Background: an optimization exercise with open tools, aiming at small area, a short achievable clock period and few clock cycles. Do not read the settings as production practice.
In this exercise RTL edits were held to simulation tests only and were not proved equivalent to the original.
No activity file was given, so power comes from the tool's default toggle rates.

==> job 4201: inputs <==
// bch_encoder
module bch_encoder(rst, clk, msg, bch_dataout, done);
    input rst;
    input clk;
    input [190:0] msg;
    output reg [254:0] bch_dataout;
    output reg done;
    wire x191; bch_xn u191(.a(msg[30]), .b(msg[121]), .y(x191));
    wire x192; bch_xn u192(.a(msg[52]), .b(msg[76]), .y(x192));
    wire x193; bch_xn u193(.a(msg[75]), .b(msg[80]), .y(x193));
    wire x194; bch_xn u194(.a(msg[73]), .b(msg[176]), .y(x194));
    wire x195; bch_xn u195(.a(msg[2]), .b(msg[136]), .y(x195));
    wire x196; bch_xn u196(.a(msg[174]), .b(msg[175]), .y(x196));
    wire x197; bch_xn u197(.a(msg[74]), .b(msg[177]), .y(x197));
    wire x198; bch_xn u198(.a(msg[51]), .b(msg[178]), .y(x198));
    wire x199; bch_xn u199(.a(msg[179]), .b(msg[190]), .y(x199));
    wire x200; bch_xn u200(.a(msg[63]), .b(msg[98]), .y(x200));
    wire x201; bch_xn u201(.a(msg[114]), .b(msg[122]), .y(x201));
    wire x202; bch_xn u202(.a(msg[106]), .b(msg[137]), .y(x202));
    wire x203; bch_xn u203(.a(msg[33]), .b(msg[138]), .y(x203));
    wire x204; bch_xn u204(.a(msg[10]), .b(msg[26]), .y(x204));
    wire x205; bch_xn u205(.a(msg[9]), .b(msg[25]), .y(x205));
    wire x206; bch_xn u206(.a(msg[48]), .b(msg[165]), .y(x206));
    wire x207; bch_xn u207(.a(msg[22]), .b(msg[44]), .y(x207));
    wire x208; bch_xn u208(.a(msg[5]), .b(msg[85]), .y(x208));
    wire x209; bch_xn u209(.a(msg[1]), .b(msg[135]), .y(x209));
    wire x210; bch_xn u210(.a(msg[0]), .b(msg[164]), .y(x210));
    wire x211; bch_xn u211(.a(msg[78]), .b(msg[84]), .y(x211));
    wire x212; bch_xn u212(.a(msg[32]), .b(msg[86]), .y(x212));
    wire x213; bch_xn u213(.a(msg[123]), .b(msg[128]), .y(x213));
    wire x214; bch_xn u214(.a(msg[139]), .b(msg[166]), .y(x214));
    wire x215; bch_xn u215(.a(msg[116]), .b(msg[185]), .y(x215));
    wire x216; bch_xn u216(.a(msg[124]), .b(msg[129]), .y(x216));
    wire x217; bch_xn u217(.a(msg[62]), .b(msg[97]), .y(x217));
    wire x218; bch_xn u218(.a(msg[61]), .b(msg[96]), .y(x218));
    wire x219; bch_xn u219(.a(msg[7]), .b(msg[88]), .y(x219));
    wire x220; bch_xn u220(.a(msg[53]), .b(msg[146]), .y(x220));
    wire x221; bch_xn u221(.a(msg[11]), .b(msg[115]), .y(x221));
    wire x222; bch_xn u222(.a(msg[28]), .b(msg[173]), .y(x222));
  ...
==> flow/config.mk <==
export PLATFORM = sky130hd
export DESIGN_NAME = bch_encoder
export DESIGN_NICKNAME = bch_encoder
export VERILOG_FILES = /design/flow/design.v
export SDC_FILE = /design/flow/constraint.sdc
export NUM_CORES = 4
export LEC_CHECK = 0
export CAP_MARGIN = 0
export CORE_MARGIN = 2
export CORE_UTILIZATION = 35
export SETUP_SLACK_MARGIN = 2.75
export SLEW_MARGIN = 0
export SYNTH_HIERARCHICAL = 1
export SYNTH_MINIMUM_KEEP_SIZE = 0
==> flow/constraint.sdc <==
create_clock -name core_clock -period 6.0 [get_ports {clk}]
set_input_delay 1.2000 -clock core_clock [delete_from_list [all_inputs] [get_ports {clk}]]
set_output_delay 1.2000 -clock core_clock [all_outputs]
set_load 0.01 [all_outputs]
standard.sh (not shown) runs the stock make flow with config.mk's settings and CLKGATE_MAP_FILE= SYNTH_SCRIPT=/design/flow/synth_recipe.tcl, a recipe that flattens the netlist after the stock synthesis.
==> flow/flow/run.sh <==
#!/bin/bash
# Standard ORFS layout (standard synthesis) with one change: every input port
# is buffered with buf_4 and every output port with buf_1 (global_place.tcl's
# one buffer_ports call becomes two, in a copy of ORFS's scripts), instead of
# the resizer's default pick for both.
# make's output goes to make_finish.log here; ORFS's own logs are under orfs/logs.
set -euo pipefail
here=$(pwd)
IBUF=sky130_fd_sc_hd__buf_4
OBUF=sky130_fd_sc_hd__buf_1
rm -rf scripts_bp; cp -r "$FLOW_HOME/scripts" scripts_bp
sed -i 's|^    buffer_ports {\*}\[env_var_or_empty BUFFER_PORTS_ARGS\]|    buffer_ports -inputs -buffer_cell '"$IBUF"'; buffer_ports -outputs -buffer_cell '"$OBUF"'|' scripts_bp/global_place.tcl
grep -q "buffer_ports -inputs" scripts_bp/global_place.tcl
bash standard.sh "SCRIPTS_DIR=$here/scripts_bp" finish > make_finish.log 2>&1
==> job 5653: changes against job 4201 <==
--- a/flow/flow/run.sh
+++ b/flow/flow/run.sh
@@ -5,2 +5,5 @@
 # the resizer's default pick for both.
+# Also: after global-route timing repair, gates off the critical paths are
+# downsized again (ORFS's RECOVER_POWER step, with its repair_timing call
+# patched to keep SETUP_SLACK_MARGIN as its setup margin).
 # make's output goes to make_finish.log here; ORFS's own logs are under orfs/logs.
@@ -13,2 +16,4 @@
 grep -q "buffer_ports -inputs" scripts_bp/global_place.tcl
-bash standard.sh "SCRIPTS_DIR=$here/scripts_bp" finish > make_finish.log 2>&1
+sed -i 's|^  append_env_var additional_args RECOVER_POWER -recover_power 1|  append_env_var additional_args RECOVER_POWER -recover_power 1\n  append_env_var additional_args SETUP_SLACK_MARGIN -setup_margin 1|' scripts_bp/util.tcl
+grep -q "SETUP_SLACK_MARGIN -setup_margin 1" scripts_bp/util.tcl
+bash standard.sh "SCRIPTS_DIR=$here/scripts_bp" RECOVER_POWER=100 finish > make_finish.log 2>&1
--- a/flow/config.mk
+++ b/flow/config.mk
@@ -7,7 +7,7 @@
 export LEC_CHECK = 0
-export CAP_MARGIN = 0
+export CAP_MARGIN = 20
 export CORE_MARGIN = 2
 export CORE_UTILIZATION = 35
-export SETUP_SLACK_MARGIN = 2.75
-export SLEW_MARGIN = 0
+export SETUP_SLACK_MARGIN = 3.0
+export SLEW_MARGIN = 20
 export SYNTH_HIERARCHICAL = 1
==> job 8895: changes against job 4201 <==
--- a/flow/flow/run.sh
+++ b/flow/flow/run.sh
@@ -5,2 +5,5 @@
 # the resizer's default pick for both.
+# Also: after global-route timing repair, gates off the critical paths are
+# downsized again (ORFS's RECOVER_POWER step, with its repair_timing call
+# patched to keep SETUP_SLACK_MARGIN as its setup margin).
 # make's output goes to make_finish.log here; ORFS's own logs are under orfs/logs.
@@ -13,2 +16,4 @@
 grep -q "buffer_ports -inputs" scripts_bp/global_place.tcl
-bash standard.sh "SCRIPTS_DIR=$here/scripts_bp" finish > make_finish.log 2>&1
+sed -i 's|^  append_env_var additional_args RECOVER_POWER -recover_power 1|  append_env_var additional_args RECOVER_POWER -recover_power 1\n  append_env_var additional_args SETUP_SLACK_MARGIN -setup_margin 1|' scripts_bp/util.tcl
+grep -q "SETUP_SLACK_MARGIN -setup_margin 1" scripts_bp/util.tcl
+bash standard.sh "SCRIPTS_DIR=$here/scripts_bp" RECOVER_POWER=100 finish > make_finish.log 2>&1
--- a/flow/config.mk
+++ b/flow/config.mk
@@ -7,3 +7,3 @@
 export LEC_CHECK = 0
-export CAP_MARGIN = 0
+export CAP_MARGIN = 20
 export CORE_MARGIN = 2
@@ -11,3 +11,3 @@
 export SETUP_SLACK_MARGIN = 2.75
-export SLEW_MARGIN = 0
+export SLEW_MARGIN = 20
 export SYNTH_HIERARCHICAL = 1
==> job 1409: changes against job 4201 <==
--- a/flow/flow/run.sh
+++ b/flow/flow/run.sh
@@ -2,3 +2,3 @@
 # Standard ORFS layout (standard synthesis) with one change: every input port
-# is buffered with buf_4 and every output port with buf_1 (global_place.tcl's
+# is buffered with buf_1 and every output port with buf_1 (global_place.tcl's
 # one buffer_ports call becomes two, in a copy of ORFS's scripts), instead of
@@ -8,3 +8,3 @@
 here=$(pwd)
-IBUF=sky130_fd_sc_hd__buf_4
+IBUF=sky130_fd_sc_hd__buf_1
 OBUF=sky130_fd_sc_hd__buf_1
--- a/flow/config.mk
+++ b/flow/config.mk
@@ -7,3 +7,3 @@
 export LEC_CHECK = 0
-export CAP_MARGIN = 0
+export CAP_MARGIN = 20
 export CORE_MARGIN = 2
@@ -11,3 +11,3 @@
 export SETUP_SLACK_MARGIN = 2.75
-export SLEW_MARGIN = 0
+export SLEW_MARGIN = 20
 export SYNTH_HIERARCHICAL = 1
==> summary of the runs <==
In synthesized cell count, job 4201 and job 1409 do not differ.
Sequential power is about the same in job 4201 and job 5653.
Hold slack, highest first: job 5653, job 8895, job 1409, job 4201.
In job 5653 the core utilization is higher than in job 4201, by 5.4 points.
Job 1409 finished with timing, DRC and antenna clean. Job 8895 finished but failed the layout checks on max-capacitance violations, max-slew violations. Job 5653 ran to the end with violations: max-capacitance violations, max-slew violations. Job 4201 passed the timing, design-rule and antenna checks.
Testbench counts of job 4201, summed over its fixed seeds: cycles 480.
Testbench counts of job 5653, summed over its fixed seeds: cycles 480.
Testbench counts of job 8895, summed over its fixed seeds: cycles 480.
Testbench counts of job 1409, summed over its fixed seeds: cycles 480.

* * *

==> raven <==
Another version of the RTL of bch_encoder (not shown whole).
## bch_encoder
module bch_encoder(rst, clk, msg, bch_dataout, done);
    input rst;
    input clk;
    input [190:0] msg;
    output reg [254:0] bch_dataout;
    output reg done;
    wire x191 = msg[121] ^ msg[147];
    wire x192 = msg[51] ^ msg[75];
    wire x193 = msg[30] ^ msg[33];
    wire x194 = msg[52] ^ msg[179];
    wire x195 = msg[80] ^ msg[122];
    wire x196 = msg[74] ^ msg[177];
    wire x197 = msg[73] ^ msg[176];
    wire x198 = msg[2] ^ msg[174];
    wire x199 = msg[63] ^ msg[98];
    wire x200 = msg[0] ^ msg[175];
    wire x201 = msg[107] ^ msg[136];
    wire x202 = msg[32] ^ msg[137];
    wire x203 = msg[22] ^ msg[44];
    wire x204 = msg[76] ^ msg[139];
    wire x205 = msg[78] ^ msg[84];
    wire x206 = msg[9] ^ msg[25];
    wire x207 = msg[10] ^ msg[26];
    wire x208 = msg[48] ^ msg[165];
    wire x209 = msg[178] ^ msg[190];
    wire x210 = msg[138] ^ msg[185];
    wire x211 = msg[5] ^ msg[85];
    wire x212 = msg[123] ^ msg[128];
    wire x213 = msg[1] ^ msg[135];
    wire x214 = msg[6] ^ msg[86];
    wire x215 = msg[8] ^ msg[166];
    wire x216 = msg[61] ^ msg[96];
    wire x217 = msg[7] ^ msg[88];
  ...
==> flow/config.mk <==
export PLATFORM = sky130hd
export DESIGN_NAME = bch_encoder
export DESIGN_NICKNAME = bch_encoder
export VERILOG_FILES = /design/flow/design.v
export SDC_FILE = /design/flow/constraint.sdc
export NUM_CORES = 4
export LEC_CHECK = 0
export CAP_MARGIN = 20
export CORE_MARGIN = 2
export CORE_UTILIZATION = 35
export SETUP_SLACK_MARGIN = 2.75
export SLEW_MARGIN = 20
==> flow/constraint.sdc <==
create_clock -name core_clock -period 6.0 [get_ports {clk}]
set_input_delay 1.2000 -clock core_clock [delete_from_list [all_inputs] [get_ports {clk}]]
set_output_delay 1.2000 -clock core_clock [all_outputs]
set_load 0.01 [all_outputs]
==> flow/flow/run.sh <==
#!/bin/bash
# Standard ORFS layout with these changes:
#  - synthesis maps the XOR network cell for cell (flow/synth_xor.tcl and
#    flow/xormap.v, through a copy of ORFS's scripts whose synth.tcl calls
#    techmap in place of abc), then flow/xnorize.py turns the XOR cells
#    into the faster XNOR cells, complementing internal nodes, with the
#    value at every flip-flop unchanged;
#  - the 3-input XOR/XNOR cells are added to the don't-use list;
#  - every input port is buffered with buf_4 and every output port with
#    buf_1 (global_place.tcl's one buffer_ports call becomes two), instead of
#    the resizer's default pick for both.
# Each make run logs to its own file here; ORFS's own logs are under orfs/logs.
set -euo pipefail
here=$(pwd)
DU="sky130_fd_sc_hd__probe_p_8 sky130_fd_sc_hd__probec_p_8 sky130_fd_sc_hd__lpflow_bleeder_1 sky130_fd_sc_hd__lpflow_clkbufkapwr_1 sky130_fd_sc_hd__lpflow_clkbufkapwr_16 sky130_fd_sc_hd__lpflow_clkbufkapwr_2 sky130_fd_sc_hd__lpflow_clkbufkapwr_4 sky130_fd_sc_hd__lpflow_clkbufkapwr_8 sky130_fd_sc_hd__lpflow_clkinvkapwr_1 sky130_fd_sc_hd__lpflow_clkinvkapwr_16 sky130_fd_sc_hd__lpflow_clkinvkapwr_2 sky130_fd_sc_hd__lpflow_clkinvkapwr_4 sky130_fd_sc_hd__lpflow_clkinvkapwr_8 sky130_fd_sc_hd__lpflow_decapkapwr_12 sky130_fd_sc_hd__lpflow_decapkapwr_3 sky130_fd_sc_hd__lpflow_decapkapwr_4 sky130_fd_sc_hd__lpflow_decapkapwr_6 sky130_fd_sc_hd__lpflow_decapkapwr_8 sky130_fd_sc_hd__lpflow_inputiso0n_1 sky130_fd_sc_hd__lpflow_inputiso0p_1 sky130_fd_sc_hd__lpflow_inputiso1n_1 sky130_fd_sc_hd__lpflow_inputiso1p_1 sky130_fd_sc_hd__lpflow_inputisolatch_1 sky130_fd_sc_hd__lpflow_isobufsrc_1 sky130_fd_sc_hd__lpflow_isobufsrc_16 sky130_fd_sc_hd__lpflow_isobufsrc_2 sky130_fd_sc_hd__lpflow_isobufsrc_4 sky130_fd_sc_hd__lpflow_isobufsrc_8 sky130_fd_sc_hd__lpflow_isobufsrckapwr_16 sky130_fd_sc_hd__lpflow_lsbuf_lh_hl_isowell_tap_1 sky130_fd_sc_hd__lpflow_lsbuf_lh_hl_isowell_tap_2 sky130_fd_sc_hd__lpflow_lsbuf_lh_hl_isowell_tap_4 sky130_fd_sc_hd__lpflow_lsbuf_lh_isowell_4 sky130_fd_sc_hd__lpflow_lsbuf_lh_isowell_tap_1 sky130_fd_sc_hd__lpflow_lsbuf_lh_isowell_tap_2 sky130_fd_sc_hd__lpflow_lsbuf_lh_isowell_tap_4 sky130_fd_sc_hd__fill_1 sky130_fd_sc_hd__fill_2 sky130_fd_sc_hd__fill_4 sky130_fd_sc_hd__fill_8 "
DU="$DU sky130_fd_sc_hd__xor3_1 sky130_fd_sc_hd__xor3_2 sky130_fd_sc_hd__xor3_4"
DU="$DU sky130_fd_sc_hd__xnor3_1 sky130_fd_sc_hd__xnor3_2 sky130_fd_sc_hd__xnor3_4"
IBUF=${IBUF:-sky130_fd_sc_hd__buf_4}
OBUF=${OBUF:-sky130_fd_sc_hd__buf_1}
rm -rf scripts_xor; cp -r "$FLOW_HOME/scripts" scripts_xor
sed -i 's|^  log_cmd abc {\*}$abc_args|  techmap -map '"$here"'/flow/xormap.v|' scripts_xor/synth.tcl
grep -q "flow/xormap.v" scripts_xor/synth.tcl
sed -i 's|^    buffer_ports {\*}\[env_var_or_empty BUFFER_PORTS_ARGS\]|    buffer_ports -inputs -buffer_cell '"$IBUF"'; buffer_ports -outputs -buffer_cell '"$OBUF"'|' scripts_xor/global_place.tcl
grep -q "buffer_ports -inputs" scripts_xor/global_place.tcl
bash standard.sh "DONT_USE_CELLS=$DU" "SCRIPTS_DIR=$here/scripts_xor" \
  "SYNTH_SCRIPT=$here/flow/synth_xor.tcl" synth > make_synth.log 2>&1
python3 flow/xnorize.py orfs/results/sky130hd/bch_encoder/base/1_2_yosys.v > xnorize.log 2>&1
bash standard.sh "DONT_USE_CELLS=$DU" "SCRIPTS_DIR=$here/scripts_xor" finish > make_finish.log 2>&1
==> flow/flow/xnorize.py <==
# Rewrites the synthesized netlist's 2-input XOR cells (sky130 xor2_1, slow
# here) as xnor2_1 cells: every XOR node whose output only feeds other XOR
# nodes is implemented as XNOR and so carries its value complemented; a node
# that feeds anything else (a flip-flop) gets the cell that makes its value
# true again. The logic function at every non-XOR load is unchanged.
import re, sys
path = sys.argv[1]
txt = open(path).read()
cell_re = re.compile(r'(  sky130_fd_sc_hd__(\w+) (\S+)\s+\((.*?)\n  \);)', re.S)
pin_re = re.compile(r'\.(\w+)\(([^()]*)\)')
if re.search(r'^\s*assign\b', txt, re.M):
    sys.exit("xnorize: netlist has assign statements; left unchanged")
ports = set(re.findall(r'^\s*output\s+(?:\[[^]]*\]\s*)?(\w+);', txt, re.M))
xors = {}      # output net -> (cell text, name, a, b)
loads = {}     # net -> list of (celltype)
for full, typ, name, body in cell_re.findall(txt):
    pins = pin_re.findall(body)
    for p, net in pins:
        net = net.strip()
        if p in ('X', 'Y', 'Q'):
            continue
        loads.setdefault(net, []).append(typ)
    if typ == 'xor2_1':
        d = dict((p, n.strip()) for p, n in pins)
        xors[d['X']] = (full, name, d['A'], d['B'])
comp = {}
def c(net):
    if net not in xors:
        return 0
    if net in comp:
        return comp[net]
    full, name, a, b = xors[net]
    cin = c(a) ^ c(b)
    if re.sub(r'\[.*', '', net).lstrip('\\') in ports:
        comp[net] = 0
        return 0
    only_xor = all(t == 'xor2_1' for t in loads.get(net, []))
    # the node's loads must also not be an output port directly
    comp[net] = (cin ^ 1) if (only_xor and loads.get(net)) else 0
    return comp[net]
sys.setrecursionlimit(100000)
out = txt
nx = 0
for net, (full, name, a, b) in xors.items():
    cin = c(a) ^ c(b)
    if c(net) == cin:
        continue       # stays an XOR cell
    nx += 1
    new = full.replace('sky130_fd_sc_hd__xor2_1 ', 'sky130_fd_sc_hd__xnor2_1 ', 1)
    new = new.replace('.X(', '.Y(', 1)
    out = out.replace(full, new, 1)
open(path, 'w').write(out)
print(f"xnorize: {nx} of {len(xors)} XOR cells now XNOR")
Other scripts of this flow, unchanged in this note and not shown: flow/flow/synth_xor.tcl, flow/flow/xormap.v
==> inputs of quartz, as changes to raven <==
--- a/flow/flow/run.sh
+++ b/flow/flow/run.sh
@@ -3,11 +3,7 @@
 #  - synthesis maps the XOR network cell for cell (flow/synth_xor.tcl and
 #    flow/xormap.v, through a copy of ORFS's scripts whose synth.tcl calls
-#    techmap in place of abc), then flow/xnorize.py turns the XOR cells
-#    into the faster XNOR cells, complementing internal nodes, with the
-#    value at every flip-flop unchanged;
+#    techmap in place of abc);
 #  - the 3-input XOR/XNOR cells are added to the don't-use list;
-#  - every input port is buffered with buf_4 and every output port with
-#    buf_1 (global_place.tcl's one buffer_ports call becomes two), instead of
-#    the resizer's default pick for both.
+#  - ports are buffered with buf_2 instead of the resizer's default pick.
 # Each make run logs to its own file here; ORFS's own logs are under orfs/logs.
 set -euo pipefail
@@ -16,13 +12,9 @@
 DU="$DU sky130_fd_sc_hd__xor3_1 sky130_fd_sc_hd__xor3_2 sky130_fd_sc_hd__xor3_4"
 DU="$DU sky130_fd_sc_hd__xnor3_1 sky130_fd_sc_hd__xnor3_2 sky130_fd_sc_hd__xnor3_4"
-IBUF=${IBUF:-sky130_fd_sc_hd__buf_4}
-OBUF=${OBUF:-sky130_fd_sc_hd__buf_1}
+BP=sky130_fd_sc_hd__buf_2
 rm -rf scripts_xor; cp -r "$FLOW_HOME/scripts" scripts_xor
 sed -i 's|^  log_cmd abc {\*}$abc_args|  techmap -map '"$here"'/flow/xormap.v|' scripts_xor/synth.tcl
 grep -q "flow/xormap.v" scripts_xor/synth.tcl
-sed -i 's|^    buffer_ports {\*}\[env_var_or_empty BUFFER_PORTS_ARGS\]|    buffer_ports -inputs -buffer_cell '"$IBUF"'; buffer_ports -outputs -buffer_cell '"$OBUF"'|' scripts_xor/global_place.tcl
-grep -q "buffer_ports -inputs" scripts_xor/global_place.tcl
-bash standard.sh "DONT_USE_CELLS=$DU" "SCRIPTS_DIR=$here/scripts_xor" \
-  "SYNTH_SCRIPT=$here/flow/synth_xor.tcl" synth > make_synth.log 2>&1
-python3 flow/xnorize.py orfs/results/sky130hd/bch_encoder/base/1_2_yosys.v > xnorize.log 2>&1
-bash standard.sh "DONT_USE_CELLS=$DU" "SCRIPTS_DIR=$here/scripts_xor" finish > make_finish.log 2>&1
+bash standard.sh "DONT_USE_CELLS=$DU" "BUFFER_PORTS_ARGS=-buffer_cell $BP" \
+  "SCRIPTS_DIR=$here/scripts_xor" "SYNTH_SCRIPT=$here/flow/synth_xor.tcl" synth > make_synth.log 2>&1
+bash standard.sh "DONT_USE_CELLS=$DU" "BUFFER_PORTS_ARGS=-buffer_cell $BP" finish > make_finish.log 2>&1
- CORE_UTILIZATION: 35 -> 40
- SETUP_SLACK_MARGIN: 2.75 -> 3.0
removed: flow/flow/xnorize.py
==> summary.txt <==
| quantity | quartz | raven |
|---|---|---|
| Outcome | aborted with a tool error | complete, no violations |
| Failing step | global routing (5_1_grt) | - |
| Commonest register cell after synthesis | sky130_fd_sc_hd__edfxtp_1 | sky130_fd_sc_hd__edfxtp_1 |
| Post-placement cell count | 4046 | 4276 |
| IO Port Bufs | 448 | 448 |
| Post-detailed-placement half-perimeter wirelength | 158000 µm | 178000 µm |
| Die Ht | 269 µm | 288 µm |
| Buffers from clock root to sink, at most | 3 | 3 |
| Worst slack at placement | 1.26 ns | 1.19 ns |
| CTS-repair resized insts | 1172 | 224 |
| Total cell area at the placement stage | 0.0352 mm² | 0.0339 mm² |
| # H-tree levels | 1 | 1 |
| Synthesized netlist cell count | 2595 | 2595 |
| Effective utilization at floorplan | 0.403 | 0.352 |
| Parity-gate share of the synthesized area counting xor and xnor cells | 0.727 | 0.727 |
| Number of post-CTS setup repair buffers | 394 | 17 |
| Share of synthesized registers carrying an async set or reset | 0 | 0 |
| Proportion of netlist area held by the largest area contributor | 0.727 | 0.727 |
| Synthesized flop and latch total | 256 | 256 |
| Die width | 269 µm | 288 µm |
| Mean post-synth cell area | 10.8 µm² | 10.8 µm² |
| TritonCTS buffer count | 29 | 30 |
| Std cell rows | 97 | 104 |
| Weighted congestion at the end of routability-driven global placement | 1.29 | 1.15 |
| Number of flops mapped to enable cells by yosys | 255 | 255 |
| Number of sinks handled by clock tree synthesis | 256 | 256 |
Testbench counts of raven, summed over its fixed seeds: cycles 480.
Testbench counts of quartz, summed over its fixed seeds: cycles 480.

static timing again, ports no longer ideal:
How much do the figures lean on ideal ports? The routed layouts below were timed once more, with nothing changed but the port constraints. Step 1 assumes that a clkbuf_16 drives the clock port and a buf_2 every other input. Step 2 adds t to the input delays and takes it off the output delays; t is the mean of the earliest and latest rising clock arrival at the registers after step 1. Input paths then give back, and output paths get back, about the clock's delay inside the block. Three values: no drivers, after step 1, after step 2; two values: the first two.
| run | shift t [ns] | slack for setup (ns) | worst hold slack (ns) | worst setup path at the end | max-slew violations | cell pins on the clock port's net |
|---|---|---|---|---|---|---|
| job 4201 | 0.710 | 2.477 / 2.527 / 1.817 | 0.702 / 0.658 / 0.938 | input to register | 0 / 0 | 1 |
| job 5653 | 0.682 | 1.207 / 1.246 / 0.564 | 0.748 / 0.709 / 1.391 | input to register | 440 / 449 | 1 |
| job 8895 | 0.693 | 1.135 / 1.155 / 0.462 | 0.737 / 0.692 / 1.384 | input to register | 317 / 324 | 1 |
| job 1409 | 0.681 | 2.509 / 2.547 / 1.866 | 0.728 / 0.683 / 0.922 | input to register | 0 / 0 | 1 |
| raven | 0.694 | 2.582 / 2.635 / 1.941 | 0.722 / 0.672 / 0.905 | input to register | 0 / 0 | 1 |
With drivers on, slew violations rise in job 5653 and job 8895. For job 8895, which loses most, drivers alone change the setup slack by +0.020 ns; drivers and shift together by -0.673 ns.
